This is an optimization exercise on Yosys and OpenROAD, whose aim is a short achievable clock period and few clock cycles, not a production implementation.
The RTL was checked by simulation tests, not by an equivalence proof against the original design.
Power and IR drop assume default switching activity.

==> design/flow/design.v <==
module ControlUnit(
  input [10 : 0] OpCode,
  output Reg2Loc,
  output Branch,
  output MemRead,
  output MemtoReg,
  output [1:0]Aluop,
  output MemWrite,
  output AluSrc,
  output RegWrite
);
reg [8:0] outcome;
assign  {Reg2Loc ,AluSrc ,MemtoReg ,RegWrite ,MemRead ,MemWrite ,Branch } = outcome[8:2];
assign Aluop = outcome[1:0];
always @( OpCode )
casex(OpCode)
	11'b10001011000: outcome = 9'b000100010;  
	11'b11001011000: outcome = 9'b000100010;  
	11'b10001010000: outcome = 9'b000100010;  
	11'b10101010000: outcome = 9'b000100010;  
        11'b11111000010: outcome = 9'b011110000;
        11'b11111000000: outcome = 9'b110001000;
        11'b10110100xxx: outcome = 9'b101000101;
	default: outcome = 9'b000000000;
endcase
endmodule
module ALUControl (ALUOp, instruction, code);
    input [1:0] ALUOp;
    input [10:0] instruction;
    output reg [3:0] code;
    always @ (ALUOp, instruction) begin
        casex(ALUOp)
            2'b00: code = 4'b0010;
            2'bx1: code = 4'b0111;
            2'b1x: 
                casex(instruction)
                    11'b10001011000: code = 4'b0010;
                    11'b11001011000: code = 4'b0110;
                    11'b10001010000: code = 4'b0000;
                    11'b10101010000: code = 4'b0001;
                    default: code = 4'b0010;
                endcase
		default: code = 4'b0010;
        endcase
    end
endmodule 
module alu(
	input [63:0] A,B,   
        input [3:0] ALU_Sel, 
        output [63:0] ALU_Out,  
        output z  
	);
    	reg [63:0] ALU_Result;
    	assign ALU_Out = ALU_Result;
	reg z_Result;
	assign z = z_Result; 
    	always @(A,B,ALU_Sel)	
    	begin
        case(ALU_Sel) 
		4'b0000:  
        		ALU_Result = A & B ;
        	4'b0001:  
        		ALU_Result = A | B ;
        	4'b0010:  
           		ALU_Result = A + B;
         	4'b0110:  
           		ALU_Result = A - B;
         	4'b0111:  
           		ALU_Result = B;
          	4'b1100:  
           		ALU_Result = ~(A | B);
		default:
			ALU_Result = 64'b0;
        endcase
	if(ALU_Result == 64'b0)
	begin 
		z_Result = 1;
	end
	else
	begin
		z_Result = 0;
	end
    end
endmodule
module alu64 (
    input  wire [63:0] a,
    input  wire [63:0] b,
    input  wire [1:0]  fn,
    output wire [63:0] res,
    output wire        z
);
    wire [63:0] bs = fn[0] ? ~b : b;
    wire [63:0] sum;
    ksadd #(64) add (.a(a), .b(bs), .cin(fn[0]), .s(sum));
    assign res = fn[1] ? (fn[0] ? (a | b) : (a & b)) : sum;
    wire zAdd = (((a ^ b) ^ {(a | b), 1'b0}) == 64'd0);
    wire zSub = (a == b);
    wire zAnd = ((a & b) == 64'd0);
    wire zOrr = ((a | b) == 64'd0);
    assign z = fn[1] ? (fn[0] ? zOrr : zAnd) : (fn[0] ? zSub : zAdd);
endmodule
module registerBank(register1 ,register2 ,register3 ,datain ,clk ,regwrite ,dataout1 ,dataout2);
input[4:0] register1;
input[4:0] register2;
input[4:0] register3;
input[63:0] datain;
input clk;
input regwrite;
output[63:0] dataout1;
output[63:0] dataout2;
reg [63:0] Bank [0:31];
always @ (posedge clk ) 
begin
	if (regwrite == 1'b1)
		Bank[register3] <= datain;
end
assign dataout1 = Bank[register1];
assign dataout2 = Bank[register2];
endmodule 
module SignExtend( extend, extended );
input[31:0] extend;
output[63:0] extended;
reg[63:0] extended;
always@(extend)
begin
    if (extend[31:26] == 6'b000101)  
	begin
        extended[25:0] = extend[25:0];
        extended[63:26] = {38{extended[25]}};
    end 
	else if (extend[31:24] == 8'b10110100) 
	begin 
        extended[18:0] = extend[23:5];
        extended[63:19] = {45{extended[18]}};
    end 
	else 
	begin 
        extended[8:0] = extend[20:12];
        extended[63:9] = {55{extended[8]}};
    end
end
endmodule 
module ShiftUnit #(parameter n = 64) (input_data, output_data);
    input [n - 1 : 0] input_data;
    output[n - 1 : 0] output_data;
    assign output_data = input_data << 2;
endmodule 
module adder(a,b,out);
	parameter size = 64;
	input [size - 1:0] a;
	input [size - 1:0] b;
	output [size - 1:0] out;
	assign out = a+b ;
endmodule 
module ksadd #(parameter N = 64) (input [N-1:0] a, input [N-1:0] b, input cin, output [N-1:0] s);
    localparam L = (N <= 2) ? 1 : (N <= 4) ? 2 : (N <= 8) ? 3 : (N <= 16) ? 4 : (N <= 32) ? 5 : (N <= 64) ? 6 : 7;
    wire [N-1:0] p0 = a ^ b;
    wire [N-1:0] g [0:L];
    wire [N-1:0] p [0:L];
    assign g[0] = (a & b) | {{(N-1){1'b0}}, cin & p0[0]};
    assign p[0] = p0;
    genvar k, i;
    generate
        for (k = 0; k < L; k = k + 1) begin : lvl
            for (i = 0; i < N; i = i + 1) begin : bt
                if (i >= (1 << k)) begin : op
                    assign g[k+1][i] = g[k][i] | (p[k][i] & g[k][i - (1 << k)]);
                    assign p[k+1][i] = p[k][i] & p[k][i - (1 << k)];
                end else begin : pass
                    assign g[k+1][i] = g[k][i];
                    assign p[k+1][i] = p[k][i];
                end
            end
        end
    endgenerate
    assign s = p0 ^ {g[L][N-2:0], cin};
endmodule
module multiplexer(a,b,select,result);
	parameter size = 64;
    input [size -1:0] a;
    input [size -1:0] b;
    input select;
    output[size -1:0] result;
     assign result = (select)? b : a;
endmodule 
module pc(clk, rst, oldpc,newpc);
parameter size = 64;
input clk;
input rst;
input [size-1:0] oldpc;
output reg [size-1:0] newpc;
always @(posedge clk)
begin
if(rst)
	newpc<=0;
else
	newpc <= oldpc;
end
endmodule
module arm_core (
    input  wire        clk,
    input  wire        rst,
    output wire [63:0] imem_addr,
    input  wire [31:0] imem_rdata,
    output wire [63:0] dmem_addr,
    output wire [63:0] dmem_wdata,
    output wire        dmem_we,
    input  wire [63:0] dmem_rdata
);
localparam [10:0] OP_ADD  = 11'b10001011000;
localparam [10:0] OP_SUB  = 11'b11001011000;
localparam [10:0] OP_AND  = 11'b10001010000;
localparam [10:0] OP_ORR  = 11'b10101010000;
localparam [10:0] OP_LDUR = 11'b11111000010;
localparam [10:0] OP_STUR = 11'b11111000000;
localparam [7:0]  OP_CBZ  = 8'b10110100;
function [22:0] predec(input [31:0] w);
    reg alu, ld, st;
    begin
        alu = (w[31:21] == OP_ADD) | (w[31:21] == OP_SUB) |
              (w[31:21] == OP_AND) | (w[31:21] == OP_ORR);
        ld  = (w[31:21] == OP_LDUR);
        st  = (w[31:21] == OP_STUR);
        predec = {alu ? 2'b01 : ld ? 2'b10 : st ? 2'b11 : 2'b00,
                  alu ? {~w[24], w[24] ? w[30] : w[29]} : 2'b00,
                  w[20:12], w[9:5], w[4:0]};
    end
endfunction
function pair_ok(input [22:0] p0, input [22:0] p1);
    reg alu0, ld0, alu1, ld1, st1, rnHit, rmHit, rtHit, rdHit;
    begin
        alu0  = (p0[22:21] == 2'b01);
        ld0   = (p0[22:21] == 2'b10);
        alu1  = (p1[22:21] == 2'b01);
        ld1   = (p1[22:21] == 2'b10);
        st1   = (p1[22:21] == 2'b11);
        rnHit = (p1[22:21] != 2'b00) & (p1[9:5] == p0[4:0]);
        rmHit = alu1 & (p1[18:14] == p0[4:0]);
        rtHit = st1 & (p1[4:0] == p0[4:0]);
        rdHit = (alu1 | ld1) & (p1[4:0] == p0[4:0]);
        pair_ok = ~(p0[22] & p1[22]) & ~((alu0 | ld0) & rdHit) &
                  ~(ld0 & (rnHit | rmHit | rtHit)) & ~(alu0 & (ld1 | st1) & rnHit);
    end
endfunction
function [63:0] zterm(input [1:0] fn, input [63:0] a, input [63:0] b);
    zterm = fn[1] ? (fn[0] ? (a | b) : (a & b)) :
                    (fn[0] ? (a ^ b) : ((a ^ b) ^ {(a | b), 1'b0}));
endfunction
reg  [63:2] pcF;
reg  [63:2] pcOut;
reg         vD;
reg         fixV;            
reg  [63:2] fixPC;
reg  [31:0] irD;
reg  [22:0] p0D, p1D;
reg         cbzD, v1D;
reg  [63:2] pcD, pc4D, pc8D;
reg         predD;
reg         vE0, vE1;
reg         weE0, weE1, ldE0, ldE1, stE0, stE1, lateE0, lateE1;
reg  [1:0]  fnE0, fnE1;
reg  [4:0]  rdE0, rdE1;
reg  [63:0] aE0, bE0, aE1, bE1, sE;
reg         mlE;             
reg         lAE0, lBE0, lAE1, lBE1;    
reg         nAE0, nBE0, nAE1, nBE1;    
reg         xAE1, xBE1, xSE;           
reg         weM0, weM1, ldM0, ldM1, lateM0, lateM1;
reg  [4:0]  rdM0, rdM1;
reg  [63:0] resM0, resM1, aM0, bM0, aM1, bM1;
reg  [1:0]  fnM0, fnM1;
reg         zM0, zM1;
reg  [63:0] addrM, sdM;
reg         stOut;
reg         weW0, weW1;
reg  [4:0]  rdW0, rdW1;
reg  [63:0] dataW0, dataW1;
reg         zW0, zW1;           
reg  [63:0] tE0, tE1, tM0, tM1;  
reg  [32*64-1:0] rf;         
reg  [31:0] zf;
reg  [31:0] bv;
reg  [32*26-1:0] btb;
reg         bu_set, bu_clr;
reg  [4:0]  bu_idx;
reg  [11:7] bu_tag;
reg  [20:2] bu_tlo;
reg  [1:0]  bu_sel;
reg  [31:0] sv;
reg  [32*37-1:0] sc;          
reg  [63:21] sH;
reg         su_we;
reg  [4:0]  su_idx;
reg  [20:7] su_tag;
reg  [63:21] su_hi;
reg  [22:0] su_word;
reg         prevV;
reg  [22:0] prevP;
reg  [63:2] prevPC, prevNext;
assign imem_addr  = {pcOut, 2'b00};
assign dmem_addr  = addrM;
assign dmem_wdata = sdM;
assign dmem_we    = stOut;
wire [63:2] pc4F = pcF + 62'd1;
wire [63:2] pc8F = pcF + 62'd2;
wire [4:0]  biF  = pcF[6:2];
wire [25:0]  bentF = btb[biF*26 +: 26];
wire        hitF = bv[biF] & (bentF[25:21] == pcF[11:7]);
wire [20:2]  tloF = bentF[20:2];
wire [1:0]   selF = bentF[1:0];
wire [63:21] phF = pcF[63:21];
wire [63:21] phIncF = phF + 43'd1;
wire [63:21] phDecF = phF - 43'd1;
wire [63:2]  tgtF = {selF[0] ? phIncF : selF[1] ? phDecF : phF, tloF};
wire [36:0] sentF = sc[biF*37 +: 37];
wire        dualF = sv[biF] & (sentF[36:23] == pcF[20:7]) & (sH == pcF[63:21]) & ~hitF;
wire        cbzF = (imem_rdata[31:24] == OP_CBZ);
wire [63:0] resE0, resE1;
wire        zE0 = ~|tE0;
wire        zE1 = ~|tE1;
alu64 alu_e0 (.a(aE0), .b(bE0), .fn(fnE0), .res(resE0), .z());
alu64 alu_e1 (.a(aE1), .b(bE1), .fn(fnE1), .res(resE1), .z());
wire [63:0] resL0, resL1;
wire        zL0 = ~|tM0;
wire        zL1 = ~|tM1;
alu64 alu_l0 (.a(aM0), .b(bM0), .fn(fnM0), .res(resL0), .z());
alu64 alu_l1 (.a(aM1), .b(bM1), .fn(fnM1), .res(resL1), .z());
wire [63:0] intM0 = lateM0 ? resL0 : resM0;
wire [63:0] intM1 = lateM1 ? resL1 : resM1;
wire [63:0] mval0 = ldM0 ? dmem_rdata : intM0;
wire [63:0] mval1 = ldM1 ? dmem_rdata : intM1;
wire [63:0] laA0 = lAE0 ? (nAE0 ? mval1 : mval0) : aE0;
wire [63:0] laB0 = lBE0 ? (nBE0 ? mval1 : mval0) : bE0;
wire [63:0] laA1 = xAE1 ? resE0 : lAE1 ? (nAE1 ? mval1 : mval0) : aE1;
wire [63:0] laB1 = xBE1 ? resE0 : lBE1 ? (nBE1 ? mval1 : mval0) : bE1;
wire vDe = vD & ~fixV;
wire [1:0] cls0 = p0D[22:21];
wire [1:0] cls1 = p1D[22:21];
wire alu0 = cls0 == 2'b01, ld0 = cls0 == 2'b10, st0 = cls0 == 2'b11;
wire alu1 = cls1 == 2'b01, ld1 = cls1 == 2'b10, st1 = cls1 == 2'b11;
wire [4:0] rn0 = p0D[9:5], rd0 = p0D[4:0], rm0 = p0D[18:14];
wire [4:0] rn1 = p1D[9:5], rd1 = p1D[4:0], rm1 = p1D[18:14];
wire [4:0] rb0 = alu0 ? rm0 : rd0;
wire [4:0] rb1 = alu1 ? rm1 : rd1;
wire [63:0] imm0 = {{55{p0D[18]}}, p0D[18:10]};
wire [63:0] imm1 = {{55{p1D[18]}}, p1D[18:10]};
wire wE0 = vE0 & weE0, wE1 = vE1 & weE1;
wire pE0 = wE0 & (ldE0 | lateE0);    
wire pE1 = wE1 & (ldE1 | lateE1);
wire pA0 = ((pE0 & rdE0 == (rn0)) | (pE1 & rdE1 == (rn0))), pB0 = ((pE0 & rdE0 == (rb0)) | (pE1 & rdE1 == (rb0)));
wire pA1 = ((pE0 & rdE0 == (rn1)) | (pE1 & rdE1 == (rn1))), pB1 = ((pE0 & rdE0 == (rb1)) | (pE1 & rdE1 == (rb1)));
wire pT0 = ((pE0 & rdE0 == (rd0)) | (pE1 & rdE1 == (rd0)));
wire late0 = alu0 & (pA0 | pB0);
wire xA1 = v1D & alu0 & alu1 & (rn1 == rd0);
wire xB1 = v1D & alu0 & alu1 & (rm1 == rd0);
wire xS1 = v1D & alu0 & st1 & (rd1 == rd0);
wire late1 = alu1 & (pA1 | pB1 | xA1 | xB1);
wire stall0 = ((ld0 | st0) & pA0) | (st0 & pB0) | (cbzD & pT0) |
              (cbzD & ~((wE0 & rdE0 == (rd0)) | (wE1 & rdE1 == (rd0))) &
               (((weM0 & rdM0 == (rd0)) & ldM0) | ((weM1 & rdM1 == (rd0)) & ldM1)));
wire stall1 = ((ld1 | st1) & pA1) | (st1 & pB1 & ~xS1) | (late0 & (xA1 | xB1 | xS1));
wire stallD = vDe & (stall0 | (v1D & stall1));
wire [63:0] valA0 = ((wE0 & rdE0 == (rn0)) ? resE0 : (wE1 & rdE1 == (rn0)) ? resE1 : 
                   (weM0 & rdM0 == (rn0)) ? mval0 : (weM1 & rdM1 == (rn0)) ? mval1 : 
                   (weW0 & rdW0 == (rn0)) ? dataW0 : (weW1 & rdW1 == (rn0)) ? dataW1 : rf[(rn0)*64 +: 64]);
wire [63:0] valB0 = ((wE0 & rdE0 == (rb0)) ? resE0 : (wE1 & rdE1 == (rb0)) ? resE1 : 
                   (weM0 & rdM0 == (rb0)) ? mval0 : (weM1 & rdM1 == (rb0)) ? mval1 : 
                   (weW0 & rdW0 == (rb0)) ? dataW0 : (weW1 & rdW1 == (rb0)) ? dataW1 : rf[(rb0)*64 +: 64]);
wire [63:0] valA1 = ((wE0 & rdE0 == (rn1)) ? resE0 : (wE1 & rdE1 == (rn1)) ? resE1 : 
                   (weM0 & rdM0 == (rn1)) ? mval0 : (weM1 & rdM1 == (rn1)) ? mval1 : 
                   (weW0 & rdW0 == (rn1)) ? dataW0 : (weW1 & rdW1 == (rn1)) ? dataW1 : rf[(rn1)*64 +: 64]);
wire [63:0] valB1 = ((wE0 & rdE0 == (rb1)) ? resE0 : (wE1 & rdE1 == (rb1)) ? resE1 : 
                   (weM0 & rdM0 == (rb1)) ? mval0 : (weM1 & rdM1 == (rb1)) ? mval1 : 
                   (weW0 & rdW0 == (rb1)) ? dataW0 : (weW1 & rdW1 == (rb1)) ? dataW1 : rf[(rb1)*64 +: 64]);
wire [18:0] tloD;
wire        tcD;
ksadd #(20) tgt_lo_D (.a({1'b0, pcD[20:2]}), .b({1'b0, irD[23:5]}), .cin(1'b0), .s({tcD, tloD}));
wire [63:21] phD = pcD[63:21];
wire [63:21] phIncD = phD + 43'd1;
wire [63:21] phDecD = phD - 43'd1;
wire [1:0]   selD = (tcD == irD[23]) ? 2'b00 : tcD ? 2'b01 : 2'b10;
wire [63:2]  tgtD = {selD[0] ? phIncD : selD[1] ? phDecD : phD, tloD};
wire         tgtokD = (pcF == tgtD);
wire zD = (wE0 & rdE0 == (rd0)) ? zE0 : (wE1 & rdE1 == (rd0)) ? zE1 :
          (weM0 & rdM0 == (rd0)) ? (lateM0 ? zL0 : zM0) : (weM1 & rdM1 == (rd0)) ? (lateM1 ? zL1 : zM1) :
          (weW0 & rdW0 == (rd0)) ? zW0 : (weW1 & rdW1 == (rd0)) ? zW1 : zf[rd0];
wire takenD    = cbzD & zD;
wire redirect  = vDe & ~stallD & (takenD != predD);
wire [63:2] redirPC = takenD ? tgtD : pc4D;
wire go = vDe & ~stallD;     
integer i;
always @(posedge clk) begin
    if (rst)            pcF <= 62'd0;
    else if (fixV)      pcF <= fixPC;
    else if (redirect)  pcF <= redirPC;
    else if (stallD)    pcF <= pcF;
    else if (dualF)     pcF <= pc8F;
    else if (hitF)      pcF <= tgtF;
    else                pcF <= pc4F;
    if (rst)            pcOut <= 62'd0;
    else if (fixV)      pcOut <= fixPC;
    else if (redirect)  pcOut <= redirPC;
    else if (stallD)    pcOut <= pcOut;
    else if (dualF)     pcOut <= pcOut + 62'd2;
    else if (hitF)      pcOut <= tgtF;
    else                pcOut <= pcOut + 62'd1;
    vD    <= ~(rst | redirect | fixV);
    fixV  <= ~rst & go & takenD & predD & ~tgtokD;
    fixPC <= tgtD;
    if (!stallD) begin
        irD   <= imem_rdata;
        p0D   <= predec(imem_rdata);
        cbzD  <= cbzF;
        p1D   <= sentF[22:0];
        v1D   <= dualF;
        pcD   <= pcF;
        pc4D  <= pc4F;
        pc8D  <= pc8F;
        predD <= hitF & ~dualF;
    end
    bu_set <= ~rst & go & takenD;
    bu_clr <= ~rst & go & ~takenD & predD;
    bu_idx <= pcD[6:2];
    bu_tag <= pcD[11:7];
    bu_tlo <= tloD;
    bu_sel <= selD;
    for (i = 0; i < 32; i = i + 1) begin
        if (rst || (bu_idx == i && (bu_set || bu_clr))) bv[i] <= ~rst & bu_set;
        if (bu_set && bu_idx == i) btb[i*26 +: 26] <= {bu_tag, bu_tlo, bu_sel};
    end
    if (rst) prevV <= 1'b0;
    else if (go) begin
        prevV    <= 1'b1;
        prevP    <= v1D ? p1D : p0D;
        prevPC   <= v1D ? pc4D : pcD;
        prevNext <= v1D ? pc8D : pc4D;
    end
    su_we   <= ~rst & go & prevV & (pcD == prevNext) & ~cbzD & pair_ok(prevP, p0D);
    su_idx  <= prevPC[6:2];
    su_tag  <= prevPC[20:7];
    su_hi   <= prevPC[63:21];
    su_word <= p0D;
    for (i = 0; i < 32; i = i + 1) begin
        if (rst || (su_we && (su_idx == i || su_hi != sH)))
            sv[i] <= ~rst & (su_idx == i);
        if (su_we && su_idx == i) sc[i*37 +: 37] <= {su_tag, su_word};
    end
    if (su_we) sH <= su_hi;
    vE0    <= ~rst & go & (alu0 | ld0 | st0);
    vE1    <= ~rst & go & v1D & ~takenD & (alu1 | ld1 | st1);
    weE0   <= alu0 | ld0;
    weE1   <= alu1 | ld1;
    ldE0   <= ld0;
    ldE1   <= ld1;
    stE0   <= st0;
    stE1   <= st1;
    lateE0 <= late0;
    lateE1 <= late1;
    fnE0   <= p0D[20:19];
    fnE1   <= p1D[20:19];
    rdE0   <= rd0;
    rdE1   <= rd1;
    aE0    <= valA0;
    bE0    <= alu0 ? valB0 : imm0;
    aE1    <= valA1;
    bE1    <= alu1 ? valB1 : imm1;
    tE0    <= zterm(p0D[20:19], valA0, valB0);
    tE1    <= zterm(p1D[20:19], valA1, valB1);
    sE     <= st0 ? valB0 : valB1;
    mlE    <= v1D & (ld1 | st1);
    lAE0   <= pA0;
    lBE0   <= pB0;
    lAE1   <= pA1;
    lBE1   <= pB1;
    nAE0   <= pE1 & rdE1 == rn0;
    nBE0   <= pE1 & rdE1 == rb0;
    nAE1   <= pE1 & rdE1 == rn1;
    xAE1   <= xA1;
    xBE1   <= xB1;
    xSE    <= xS1;
    nBE1   <= pE1 & rdE1 == rb1;
    weM0   <= ~rst & vE0 & weE0;
    weM1   <= ~rst & vE1 & weE1;
    ldM0   <= ldE0;
    ldM1   <= ldE1;
    lateM0 <= lateE0;
    lateM1 <= lateE1;
    rdM0   <= rdE0;
    rdM1   <= rdE1;
    if (weE0 & ~ldE0 & ~lateE0) resM0 <= resE0;
    if (weE1 & ~ldE1 & ~lateE1) resM1 <= resE1;
    zM0    <= zE0;
    zM1    <= zE1;
    fnM0   <= fnE0;
    fnM1   <= fnE1;
    aM0    <= laA0;
    bM0    <= laB0;
    aM1    <= laA1;
    bM1    <= laB1;
    tM0    <= zterm(fnE0, laA0, laB0);
    tM1    <= zterm(fnE1, laA1, laB1);
    addrM  <= mlE ? resE1 : resE0;
    sdM    <= xSE ? resE0 : sE;
    stOut  <= ~rst & ((vE0 & stE0) | (vE1 & stE1));
    weW0   <= ~rst & weM0;
    weW1   <= ~rst & weM1;
    rdW0   <= rdM0;
    rdW1   <= rdM1;
    dataW0 <= mval0;
    dataW1 <= mval1;
    zW0    <= ldM0 ? (dmem_rdata == 64'd0) : lateM0 ? zL0 : zM0;
    zW1    <= ldM1 ? (dmem_rdata == 64'd0) : lateM1 ? zL1 : zM1;
    for (i = 0; i < 32; i = i + 1) begin
        if (weW0 && rdW0 == i) begin
            rf[i*64 +: 64] <= dataW0;
            zf[i]          <= zW0;
        end
        if (weW1 && rdW1 == i) begin
            rf[i*64 +: 64] <= dataW1;
            zf[i]          <= zW1;
        end
    end
end
endmodule
==> design/flow/flow/run.sh <==
#!/bin/bash
# Standard ORFS layout, with three changes:
# * timing repair aims for a large setup slack, so that the design is
#   optimised well below the design's period (the SDC is unchanged);
# * synthesis leaves adders to ABC instead of mapping them to full- and
#   half-adder cells (ADDER_MAP_FILE empty); registers are unaffected;
# * after global placement, the flip-flops that drive only an output port's
#   buffer are moved next to that buffer (io_flops.tcl).
set -euo pipefail
MARGIN=${MARGIN:-13.3}
bash standard.sh SETUP_SLACK_MARGIN=$MARGIN ADDER_MAP_FILE= \
  POST_GLOBAL_PLACE_TCL=$PWD/flow/io_flops.tcl finish > make_finish.log 2>&1
==> design/flow/flow/io_flops.tcl <==
# POST_GLOBAL_PLACE hook: move each flip-flop that drives only an output
# port's buffer (dmem_addr, dmem_wdata, dmem_we) next to that buffer, which
# global placement put by its pin. Detailed placement legalizes them later.
set block [ord::get_db_block]
set moved 0
foreach bt [$block getBTerms] {
  if {![regexp {^dmem_(addr|wdata|we)} [$bt getName]]} continue
  set pnet [$bt getNet]
  if {$pnet eq "NULL"} continue
  set buf ""
  foreach it [$pnet getITerms] {
    if {[$it isOutputSignal]} { set buf [$it getInst] }
  }
  if {$buf eq ""} continue
  set inet ""
  foreach it [$buf getITerms] {
    if {[$it isInputSignal] && [$it getNet] ne "NULL"} { set inet [$it getNet] }
  }
  if {$inet eq ""} continue
  if {[llength [$inet getITerms]] != 2} continue
  set ff ""
  foreach it [$inet getITerms] {
    if {[$it isOutputSignal]} { set ff [$it getInst] }
  }
  if {$ff eq "" || ![string match "*dfxtp*" [[$ff getMaster] getName]]} continue
  set loc [$buf getLocation]
  $ff setLocation [lindex $loc 0] [lindex $loc 1]
  incr moved
}
puts "io_flops: moved $moved flip-flops next to their output buffers"
==> design/flow/standard.sh <==
#!/bin/bash
# synth_recipe.tcl (not shown) runs the flow's synth.tcl, then flattens the netlist and writes it again
# the make line also repeats each setting of config.mk as NAME=value (left out here)
make -C /OpenROAD-flow-scripts/flow DESIGN_CONFIG=/design/flow/config.mk WORK_HOME=/design/flow/orfs CLKGATE_MAP_FILE= SYNTH_SCRIPT=/design/flow/synth_recipe.tcl "${@:-finish}"
==> design/flow/config.mk <==
export PLATFORM = sky130hd
export DESIGN_NAME = arm_core
export DESIGN_NICKNAME = arm_core
export VERILOG_FILES = /design/flow/design.v
export SDC_FILE = /design/flow/constraint.sdc
export NUM_CORES = 8
export LEC_CHECK = 0
export ABC_CLOCK_PERIOD_IN_PS = 3000
export CAP_MARGIN = 20
export CORE_MARGIN = 2
export CORE_UTILIZATION = 40
export SLEW_MARGIN = 20
==> design/flow/constraint.sdc <==
create_clock -name core_clock -period 18.0 [get_ports {clk}]
set_input_delay 3.6000 -clock core_clock [delete_from_list [all_inputs] [get_ports {clk}]]
set_output_delay 3.6000 -clock core_clock [all_outputs]
set_load 0.01 [all_outputs]
==> out/qor.yml, run 1 <==
critical_path:
  cp_slowest_stage_delay_ps: 410
  worst-r2r-setup-slack_ps: 12220
  cp_top_family: "compound AO/OA/AOI/OAI gates"
  crit_fanout: 6
  critPathKind: "reg -> reg"
  worstPathArrival_ps: 6800
  critPathBufInv: 11
  cp.required_ps: 19010
  cp_slowest_cell: "a222oi_1"
  crit_path_start_kind: "flop"
  crit_path_end_kind: "flop"
finish:
  seqCellArea_sq_um: 171000
  fillCellCount: 83400
  drive_gt1_share_pct: 39.8
  multi_input_area_sq_um: 234000
  largest_reg_flops: 2048
  nNetsFinal: 38800
  top_register: "rf"
  fin_util_pct: 52.6
  largest_registers: "rf x2048, sc x1184, btb x832"
  final_cell_mix: "4,701 x edfxtp_1, 4,180 x nand2_1, 2,396 x buf_4"
  area_growth_pct: 31.1
  layout_commonest_cell: "edfxtp_1"
timing:
  hold_violations: 0
  post-route-period-util_pct: 32.1
  holdWs_ps: 302
  setup_tns_ps: 0
  finalSetupViolCount: 0
  fin_skew_ps: 178
  tightest_slew_ps: 1450
  rsz0062_at_grt: "yes"
  slew-limit-headroom_pct: 3.58
  slew_violations: 0
  max_freq_mhz: 173
  min_period_ps: 5790
logic_synthesis:
  synth_top_family_by_area: "multiplexers"
  avgSynthCellArea_sq_um: 10.6
  ys_seq_area_share_pct: 43.6
  synth_simple_gate_area_share_pct: 13.2
  synth-compound-area-share_pct: 13.6
  ys_async_sr_fraction_pct: 0
  netlist_area_sq_um: 390000
  synth_edf_count: 4701
  synth_fa_ha_area_share_pct: 0.789
  ys_ff_latch: 6144
  yosys.cell_types.count: 138
  yosysWarnings: 3
  synth_ff_type: "edfxtp_1"
  synth-xor-area-share_pct: 2.67
  netlist_instances: 36800
  synth_mux_area_share_pct: 21.5
power:
  ir_worst_vdd_uv: 114
  p_per_area_nw_per_um2: 134
  p_leak_nw: 179
  finalPower_mw: 68.6
floorplanning:
  initial_utilization_pct: 40.1
  ioPinCount: 291
  dieArea_sq_um: 982000
  die_h_um: 991
  die_x_um: 991
  core-area_sq_um: 972000
  rows: 362
grt:
  grt_pass1_wl_um: 3210000
  grt_antenna_before_repair: 325
  first_global_vias: 344000
  grt_max_degree: 115
  gr-total-overflow: 0
  track_usage_pct: 48.3
detailed_routing:
  drt_pre_antenna_iters: 14
  wl_um: 2500000
  drcViolationCount: 0
  drtIter0Drc: 74500
  wire_per_inst_um: 47.4
  avgViaCountPerCell: 7.34
  via_count: 386000
  ant_nets: 0
cts:
  clk_pin_slew_worst_paths_ps: 70
  cts-root-buf: "clkbuf_16"
  numClockSinks: 6144
  hold_buffers: 0
  cts_made_buffers: 725
  cts_buffer_depth: 5
  cts-htree-levels: 6
  cts_tree: "built"
  clk_latency_ps: 1220
status:
  outcome: "timing/DRC/antenna clean"
place:
  io_buffers: 288
  dp_hpwl_um: 1530000
min_path:
  hold_path.class: "reg -> reg"
run:
  cap_violations: 0
## power breakdown
part | switching [mW] | leakage [nW] | internal [mW]
logic | 21.9 | 112 | 13.2
registers | 1.90 | 55.7 | 16.3
clock network | 6.68 | 11.6 | 8.72
total | 30.5 | 179 | 38.2
## metal layers
| layer | track usage, % | routed length, um | share of wire [%] | vias to the layer above |
|---|---|---|---|---|
| li1 | - | - | - | 145000 |
| met1 | 57.3 | 835000 | 33 | 192000 |
| met2 | 64.9 | 967000 | 39 | 38300 |
| met3 | 23.1 | 402000 | 16 | 11000 |
| met4 | 41.5 | 285000 | 11 | 162 |
| met5 | 1.42 | 5380 | 0.22 | - |
## cell families (layout without fill, tap and decap cells)
family                     count (synthesis)  after routing
muxes                                   5383           5393
xor gates and xnor gates                1190           1190
adders and majority gates                307            307
buffers and inverters                   4518           6962
DFF                                     6144           6144
AOI/OAI and AO/OA                       7892           7892
other                                      1            454
and+or+nand+nor                        11400          11400
## cell usage after synthesis, types with 148 or more instances
library cell	instances	area share (%)
buf_1	531	0.51
a221oi_1	172	0.39
and3_1	408	0.65
clkbuf_1	2695	2.6
buf_2	423	0.54
a21oi_1	1792	2.3
nor2b_1	223	0.36
nand2_1	4457	4.3
mux2i_1	787	2.0
o22ai_1	291	0.47
nand3_1	1764	2.3
a31oi_1	352	0.56
a211oi_1	674	1.3
mux4_2	2151	12
o221ai_1	288	0.65
nor2_1	2340	2.3
xnor2_1	790	1.8
a311oi_1	425	0.95
dfxtp_1	1443	7.4
maj3_1	305	0.78
xor2_1	400	0.90
o21a_1	148	0.29
nor3_1	655	0.84
o21ai_0	1701	2.2
o211ai_1	378	0.73
mux2_2	2445	7.1
nor4_1	227	0.36
nand2b_1	262	0.42
or3_1	229	0.37
and2_1	312	0.50
edfxtp_1	4701	36
inv_1	763	0.73
## layout make-up
cell class | instances | area share [%]
antenna | 452 | 0.221
clock buffer | 939 | 3.87
clock inverter | 373 | 0.784
inverter | 779 | 0.681
multi-input combinational | 26200 | 45.9
sequential | 6144 | 33.5
tap | 12900 | 3.17
timing repair buffer | 4855 | 11.9
timing repair inverter | 16 | 0.0566
## through the flow
step / area [sq um] / setup slack, ps / instances
final: 511000 / 12220 / 52700
after global routing: 510000 / 12290 / 52400
after CTS: 491000 / 12510 / 51400
after detailed placement: 411000 / 9490 / 47700
after global placement: 411000 / 9260 / 47700
after floorplan: 393000 / 11790 / 36800
## what timing repair did
action | CTS | global route
endpoints found under the setup margin | 2070 | 1484
pin swaps | 1296 | 1340
resized for setup | 7524 | 2506
cloned | 343 | 65
endpoints found under the hold margin | 0 | 0
setup buffers | 2003 | 763
## worst paths after layout
| check | from | to | cells after the start |
|---|---|---|---|
| worst min-delay path | prevPC[16] | su_tag[16] | 0 |
| worst min register to register | prevPC[16] | su_tag[16] | 0 |
| worst max register to register | fnM1[0] | tE1[41] | 25 |
| worst max-delay path | fnM1[0] | tE1[41] | 25 |
Testbench counts, summed over its fixed seeds: cycles 37,777.
==> run 2: changes to the inputs <==
--- a/design/flow/design.v
+++ b/design/flow/design.v
@@ -245,4 +245,3 @@
 function [63:0] zterm(input [1:0] fn, input [63:0] a, input [63:0] b);
-    zterm = fn[1] ? (fn[0] ? (a | b) : (a & b)) :
-                    (fn[0] ? (a ^ b) : ((a ^ b) ^ {(a | b), 1'b0}));
+    zterm = fn[1] ? (fn[0] ? (a | b) : (a & b)) : (a ^ b);
 endfunction
@@ -358,4 +357,6 @@
 wire stall0 = ((ld0 | st0) & pA0) | (st0 & pB0) | (cbzD & pT0) |
+              (cbzD & (((wE0 & rdE0 == (rd0)) & fnE0 == 2'b00) | ((wE1 & rdE1 == (rd0)) & fnE1 == 2'b00))) |
               (cbzD & ~((wE0 & rdE0 == (rd0)) | (wE1 & rdE1 == (rd0))) &
-               (((weM0 & rdM0 == (rd0)) & ldM0) | ((weM1 & rdM1 == (rd0)) & ldM1)));
+               (((weM0 & rdM0 == (rd0)) & (ldM0 | (lateM0 & fnM0 == 2'b00))) |
+                ((weM1 & rdM1 == (rd0)) & (ldM1 | (lateM1 & fnM1 == 2'b00)))));
 wire stall1 = ((ld1 | st1) & pA1) | (st1 & pB1 & ~xS1) | (late0 & (xA1 | xB1 | xS1));
@@ -365,5 +366,6 @@
                    (weW0 & rdW0 == (rn0)) ? dataW0 : (weW1 & rdW1 == (rn0)) ? dataW1 : rf[(rn0)*64 +: 64]);
-wire [63:0] valB0 = ((wE0 & rdE0 == (rb0)) ? resE0 : (wE1 & rdE1 == (rb0)) ? resE1 : 
-                   (weM0 & rdM0 == (rb0)) ? mval0 : (weM1 & rdM1 == (rb0)) ? mval1 : 
-                   (weW0 & rdW0 == (rb0)) ? dataW0 : (weW1 & rdW1 == (rb0)) ? dataW1 : rf[(rb0)*64 +: 64]);
+wire [63:0] valB0 = ((alu0 & (wE0 & rdE0 == (rb0))) ? resE0 : (alu0 & (wE1 & rdE1 == (rb0))) ? resE1 : 
+                   (alu0 & (weM0 & rdM0 == (rb0))) ? mval0 : (alu0 & (weM1 & rdM1 == (rb0))) ? mval1 : 
+                   (alu0 & (weW0 & rdW0 == (rb0))) ? dataW0 : (alu0 & (weW1 & rdW1 == (rb0))) ? dataW1 : 
+                   alu0 ? rf[(rb0)*64 +: 64] : imm0);
 wire [63:0] valA1 = ((wE0 & rdE0 == (rn1)) ? resE0 : (wE1 & rdE1 == (rn1)) ? resE1 : 
@@ -371,5 +373,10 @@
                    (weW0 & rdW0 == (rn1)) ? dataW0 : (weW1 & rdW1 == (rn1)) ? dataW1 : rf[(rn1)*64 +: 64]);
-wire [63:0] valB1 = ((wE0 & rdE0 == (rb1)) ? resE0 : (wE1 & rdE1 == (rb1)) ? resE1 : 
-                   (weM0 & rdM0 == (rb1)) ? mval0 : (weM1 & rdM1 == (rb1)) ? mval1 : 
-                   (weW0 & rdW0 == (rb1)) ? dataW0 : (weW1 & rdW1 == (rb1)) ? dataW1 : rf[(rb1)*64 +: 64]);
+wire [63:0] valB1 = ((alu1 & (wE0 & rdE0 == (rb1))) ? resE0 : (alu1 & (wE1 & rdE1 == (rb1))) ? resE1 : 
+                   (alu1 & (weM0 & rdM0 == (rb1))) ? mval0 : (alu1 & (weM1 & rdM1 == (rb1))) ? mval1 : 
+                   (alu1 & (weW0 & rdW0 == (rb1))) ? dataW0 : (alu1 & (weW1 & rdW1 == (rb1))) ? dataW1 : 
+                   alu1 ? rf[(rb1)*64 +: 64] : imm1);
+wire [4:0]  rS    = st0 ? rd0 : rd1;       
+wire [63:0] valS  = ((wE0 & rdE0 == (rS)) ? resE0 : (wE1 & rdE1 == (rS)) ? resE1 : 
+                   (weM0 & rdM0 == (rS)) ? mval0 : (weM1 & rdM1 == (rS)) ? mval1 : 
+                   (weW0 & rdW0 == (rS)) ? dataW0 : (weW1 & rdW1 == (rS)) ? dataW1 : rf[(rS)*64 +: 64]);
 wire [18:0] tloD;
@@ -463,8 +470,8 @@
     aE0    <= valA0;
-    bE0    <= alu0 ? valB0 : imm0;
+    bE0    <= valB0;
     aE1    <= valA1;
-    bE1    <= alu1 ? valB1 : imm1;
+    bE1    <= valB1;
     tE0    <= zterm(p0D[20:19], valA0, valB0);
     tE1    <= zterm(p1D[20:19], valA1, valB1);
-    sE     <= st0 ? valB0 : valB1;
+    sE     <= valS;
     mlE    <= v1D & (ld1 | st1);
@@ -491,4 +498,4 @@
     if (weE1 & ~ldE1 & ~lateE1) resM1 <= resE1;
-    zM0    <= zE0;
-    zM1    <= zE1;
+    zM0    <= (fnE0 == 2'b00) ? (resE0 == 64'd0) : zE0;
+    zM1    <= (fnE1 == 2'b00) ? (resE1 == 64'd0) : zE1;
     fnM0   <= fnE0;
@@ -510,4 +517,6 @@
     dataW1 <= mval1;
-    zW0    <= ldM0 ? (dmem_rdata == 64'd0) : lateM0 ? zL0 : zM0;
-    zW1    <= ldM1 ? (dmem_rdata == 64'd0) : lateM1 ? zL1 : zM1;
+    zW0    <= ldM0 ? (dmem_rdata == 64'd0) :
+              lateM0 ? ((fnM0 == 2'b00) ? (resL0 == 64'd0) : zL0) : zM0;
+    zW1    <= ldM1 ? (dmem_rdata == 64'd0) :
+              lateM1 ? ((fnM1 == 2'b00) ? (resL1 == 64'd0) : zL1) : zM1;
     for (i = 0; i < 32; i = i + 1) begin
--- a/design/flow/config.mk
+++ b/design/flow/config.mk
@@ -8,5 +8,5 @@
 export ABC_CLOCK_PERIOD_IN_PS = 3000
-export CAP_MARGIN = 20
+export CAP_MARGIN = 35
 export CORE_MARGIN = 2
 export CORE_UTILIZATION = 40
-export SLEW_MARGIN = 20
+export SLEW_MARGIN = 35
==> run 2 against run 1 <==
The run now fails in 5_1_grt. Synthesized cell count is 13% higher. Area after synthesis is 4.5% higher.
==> out/qor.yml, run 2 <==
logic_synthesis:
  synth_top_area_share_pct: 34.6  # -1.6 points
  yosysWarnings: 3  # unchanged
  synth_ff_type: "edfxtp_1"
  ys_seq_area_share_pct: 41.7  # -1.9 points
  avgSynthCellArea_sq_um: 9.79  # -7.5%
  synth_edf_count: 4701  # unchanged
  netlist_instances: 41600  # +13%
  ys_ff_latch: 6144  # unchanged
  synth_commonest_cells: "6,642 x nand2_1, 4,701 x edfxtp_1, 3,431 x clkbuf_1, 2,450 x mux2_2, 2,361 x nor2_1"
  synth_area_leaders: "edfxtp_1 35%, mux4_2 9.6%, dfxtp_1 7.1%"
  yosys.cell_types.count: 125  # -9.4%
  yosysMostFrequentCell: "nand2_1"
  synth.largest_area_cell: "edfxtp_1"
  netlist_area_sq_um: 408000  # +4.5%
  ys_async_sr_fraction_pct: 0  # unchanged
status:
  error: "[ERROR GRT-0232] Routing congestion too high. Check the congestion heatmap in the GUI."
  stop_stage: "5_1_grt"
  outcome: "stopped before the end"
place:
  placed_cell_area_sq_um: 429000  # +4.4%
  dp_hpwl_um: 1500000  # -1.8%
  io_buffers: 288  # unchanged
cts:
  cts-root-buf: "clkbuf_16"
  cts-htree-levels: 6  # unchanged
  cts_buffer_depth: 5  # unchanged
  cts_made_buffers: 720  # -0.69%
  numClockSinks: 6144  # unchanged
floorplanning:
  die_h_um: 1010  # +2.2%
  die_x_um: 1010  # +2.2%
  ioPinCount: 291  # unchanged
  initial_utilization_pct: 40.1  # about the same
  rows: 370  # +2.2%
grt:
  track_usage_pct: 47.0
  grt_max_degree: 128
  gr-total-overflow: 1
[run 2: cell count changes after synthesis, moves of 378 or more]
cell | previous run | this run
a211oi_1 | 674 | 1322
a21oi_1 | 1792 | 2194
a311oi_1 | 425 | 1107
clkbuf_1 | 2695 | 3431
mux2i_1 | 787 | 1165
mux4_2 | 2151 | 1734
nand2_1 | 4457 | 6642
[run 2: logic make-up after synthesis]
family / Yosys count / synth area share [%]
muxes: 5350 / 19.2
DFF: 6144 / 41.7
and+or+nand+nor: 13800 / 15.0
buffers and inverters: 5228 / 4.93
other: 1 / 0.000920
AOI/OAI and AO/OA: 9494 / 15.6
xor gates and xnor gates: 1208 / 2.60
adders and majority gates: 376 / 0.925
[run 2: worst max path at each step]
| stage | start | cells after the start | end |
|---|---|---|---|
| CTS | su_word[19] | 26 | zM0 |
| detailed placement | p0D[22] | 22 | tE0[51] |
| global placement | fnM1[0] | 22 | tE0[48] |
| floorplan | rdW0[2] | 4 | rf[0] |
[run 2: power groups by stage]
stage / Combinational, mW / Clock (mW) / Sequential [mW]
2_1_floorplan: 19.8 / 0 / 17.2
3_3_place_gp: 33.2 / 0 / 18.8
3_5_place_dp: 33.5 / 0 / 18.8
4_1_cts: 41.3 / 15.2 / 18.6
[run 2: routing by layer]
metal / global-route usage (%) / overflow
met5: 3.10 / 0
met2: 63.6 / 0
met1: 53.9 / 0
met3: 24.1 / 1
met4: 40.9 / 0
[run 2: stage by stage]
step / power, mW / hold WS, ps / setup WS, ps / instances
after CTS: 75.0 / 338 / 11780 / 55900
after floorplan: 36.9 / 323 / 11830 / 41600
after global placement: 52.0 / 324 / 9700 / 52500
after detailed placement: 52.4 / 327 / 9870 / 52600
[run 2: repair_timing]
item,4_1_cts
hold buffers,0
pin swaps,1052
gates cloned,318
setup endpoints to repair,2144
gates resized for setup,6795
setup buffers,1664
Testbench counts of run 2, summed over its fixed seeds: cycles 37,780.

==> static timing again, ports no longer ideal <==
Ports are ideal in the flow. The routed layout listed here was re-timed in OpenROAD. Step 1, drivers: a clkbuf_16 drives clk and a buf_2 each remaining input, both assumed. Step 2 also shifts input and output timing later by t, the mid clock arrival at the registers, as if the neighbouring blocks saw the same clock. Slacks: ideal / step 1 / step 2; pairs: ideal / step 1.
run: run 1
t, ns: 1.294
setup WS [ns]: 12.215 / 12.215 / 11.359
clock arrival spread, ns: 0.186 / 0.186
After both steps run 1 still meets setup and hold. The setup slack of run 1 moves by 0.000 ns with the drivers and by -0.856 ns with both steps.
